What follows belongs to an exercise in optimizing a design on an open flow for small area; a production flow would make more cautious choices. The RTL was checked by simulation tests, not by an equivalence proof against the original design.

== tundra ==
// sdr_ctrl
module sdr_ctrl(
	input  wire clk,
	input  wire rst,
	input  wire        uart_rx,
	output wire        uart_tx,
	input  wire        stream_rx,
	output wire [31:0] fm_freq,
	output wire [31:0] am_freq,
	output wire [1:0]  chanel_am_fm,
	output wire        led1,
	output wire        z,
	output wire [31:0] sample_code,
	output wire [18:0] sram_a,
	output wire [15:0] sram_dout,
	input  wire [15:0] sram_din,
	output wire        sram_ce0,
	output wire        sram_we,
	output wire        sram_lb,
	output wire        sram_oe,
	output wire        sram_ub,
	input  wire        MISO_AT45,
	output wire        MOSI_AT45,
	output wire        SCLK_AT45,
	output wire        CS_AT45,
	input  wire [7:0]  flash_din,
	output wire        flash_fifo_rd,
	output wire        flash_write
);
wire os_tick;
uart_os_tick os_tick_gen(.clk(clk), .rst(rst), .tick(os_tick));
wire rx_ready;
wire rx_first;
wire [7:0] rx_byte;
async_receiver cmd_rx(
	.clk(clk), .rst(rst), .tick(os_tick), .RxD(uart_rx),
	.RxD_data_ready(rx_ready), .RxD_data(rx_byte), .first_shift(rx_first)
);
wire [7:0] c0 = rx_byte;
reg [7:0] c1, c2, c3, c4, c5;
reg flag_rcv;
reg pend;           
wire push = rx_first && pend;
always @(posedge clk)
	if (rst) begin
		c1 <= 0; c2 <= 0;
		flag_rcv <= 0;
		pend <= 0;
	end else begin
		flag_rcv <= rx_ready;
		if (rx_ready) pend <= 1'b1;
		else if (rx_first) pend <= 1'b0;
		if (push) begin
			c1 <= c0;
			c2 <= c1;
		end
	end
always @(posedge clk)
	if (push) begin
		c3 <= c2;
		c4 <= c3;
		c5 <= c4;
	end
wire [7:0] frame_sum = c5 + c4 + c3 + c2 + c1;
wire sum_ok = (frame_sum == c0);
wire send1, busy1, send2, busy2;
wire [7:0] byte1, byte2;
wire tx_uart1, tx_uart2;
assign uart_tx = tx_uart1 & tx_uart2;
async_transmitter tx1(.clk(clk), .rst(rst), .TxD_start(send1), .TxD_data(byte1), .TxD(tx_uart1), .TxD_busy(busy1));
async_transmitter tx2(.clk(clk), .rst(rst), .TxD_start(send2), .TxD_data(byte2), .TxD(tx_uart2), .TxD_busy(busy2));
wire [15:0] data_sram_rd;
wire [15:0] data_sram_wr;
wire [18:0] wadr_sram;
wire wr, rd;
wire regim_reg;
wire [18:0] adr_sram_comp;
wire [15:0] data_sram_comp;
wire wr_comp, rd_comp, tst_comp;
master_control m1(
	.tx_data(byte1), .send(send1),
  ...
Size: about 180 I/O pins, roughly 25000 um^2 of cells after synthesis.
==> flow/config.mk <==
export PLATFORM = sky130hd
export DESIGN_NAME = sdr_ctrl
export DESIGN_NICKNAME = sdr_ctrl
export VERILOG_FILES = /design/flow/design.v
export SDC_FILE = /design/flow/constraint.sdc
export NUM_CORES = 4
export LEC_CHECK = 0
export ABC_AREA = 1
export CAP_MARGIN = 20
export CORE_MARGIN = 2
export CORE_UTILIZATION = 55
export SLEW_MARGIN = 20
==> flow/constraint.sdc <==
create_clock -name core_clock -period 10.0 [get_ports {clk}]
set_input_delay 2.0000 -clock core_clock [delete_from_list [all_inputs] [get_ports {clk}]]
set_output_delay 2.0000 -clock core_clock [all_outputs]
set_load 0.01 [all_outputs]
standard.sh (not shown) runs the stock make flow with config.mk's settings and CLKGATE_MAP_FILE= SYNTH_SCRIPT=/design/flow/synth_recipe.tcl, a recipe that flattens the netlist after the stock synthesis.
==> flow/flow/run.sh <==
#!/bin/bash
# The standard layout (standard.sh) with these changes:
#  - synthesis maps logic with flow/area.abc (two rounds of strash; dc2;
#    dch -f; amap) instead of ORFS's abc script, and leaves adders to abc
#    (ADDER_MAP_FILE empty). Registers are mapped before abc, untouched;
#  - port buffers are sky130_fd_sc_hd__buf_1;
#  - clock tree synthesis uses CTS_ARGS below (clkbuf_8, no dummy loads).
# Every tool writes its log under orfs/logs as in the standard flow; this
# script's own output and make's go to run_sh.log.
set -euo pipefail
exec > run_sh.log 2>&1
W=$(pwd)
{
  echo 'proc abc {args} {'
  echo '  set i [lsearch -exact $args -script]'
  echo "  if { \$i >= 0 } { lset args [expr {\$i + 1}] $W/flow/area.abc }"
  echo '  yosys abc {*}$args'
  echo '}'
  cat synth_recipe.tcl
} > my_synth.tcl
sed -e "s#SYNTH_SCRIPT=[^ ]*synth_recipe.tcl#SYNTH_SCRIPT=$W/my_synth.tcl ADDER_MAP_FILE=#" standard.sh > my_standard.sh
grep -q "SYNTH_SCRIPT=$W/my_synth.tcl ADDER_MAP_FILE=" my_standard.sh
export BUFFER_PORTS_ARGS="-buffer_cell sky130_fd_sc_hd__buf_1"
export CTS_ARGS="-sink_clustering_enable -repair_clock_nets -dont_use_dummy_load -buf_list sky130_fd_sc_hd__clkbuf_8 -sink_clustering_size 18 -sink_clustering_max_diameter 60"
bash my_standard.sh
==> flow/flow/area.abc <==
strash
dc2
dch -f
amap
strash
dc2
dch -f
amap
diff inputs: tundra => fjord
--- a/flow/flow/run.sh
+++ b/flow/flow/run.sh
@@ -1,7 +1,8 @@
 #!/bin/bash
 # The standard layout (standard.sh) with these changes:
-#  - synthesis maps logic with flow/area.abc (two rounds of strash; dc2;
-#    dch -f; amap) instead of ORFS's abc script, and leaves adders to abc
-#    (ADDER_MAP_FILE empty). Registers are mapped before abc, untouched;
+#  - synthesis optimizes and maps logic with flow/area.abc (&deepsyn, then
+#    two rounds of dch -f; amap) instead of ORFS's abc script, and leaves
+#    adders to abc (ADDER_MAP_FILE empty). Registers are mapped before abc
+#    and are untouched;
 #  - port buffers are sky130_fd_sc_hd__buf_1;
 #  - clock tree synthesis uses CTS_ARGS below (clkbuf_8, no dummy loads).
==> flow/flow/area.abc <==
strash
&get -n
&deepsyn -T 60
&put
dch -f
amap
strash
dc2
dch -f
amap
### Flow results
The main combinational cell family by area after synthesis comes out compound AO/OA/AOI/OAI gates in one run and simple AND/OR/NAND/NOR gates in the other, namely in fjord and tundra respectively. On layout overhead on the synthesized area, tundra and fjord are basically level. The final worst-path setup slack of fjord was inferior to that of tundra. tundra -> fjord: number of resized instances in the post-cts repair step delta 0, exact match. Taking tundra as the reference, in fjord stage delay of the slowest cell on the critical path decreased by 0.21 ns relative to the old numbers, clock transition at the registers of the reported paths climbed 0.02 ns.

[port drivers added, routing unchanged]
The flow's constraints put no driver on any port. The routed layouts listed below were extracted and timed again, unchanged, in two steps.
Step 1 sets driving cells, clkbuf_16 on the clock port and buf_2 on the other inputs (assumed; they add their load-dependent delay and slew).
Step 2, shift: input delay + t, output delay - t, t = (earliest + latest rising clock arrival at the registers) / 2. This alone moves slack from input paths to output paths.
a / b / c = ideal / step 1 / step 2; a / b = the first two.
run | t (ns) | setup WS [ns] | worst setup path at the end
tundra | 0.694 | 4.827 / 4.827 / 4.827 | register to register
fjord | 0.682 | 4.492 / 4.492 / 4.492 | register to register
After both steps every run listed still meets setup and hold.
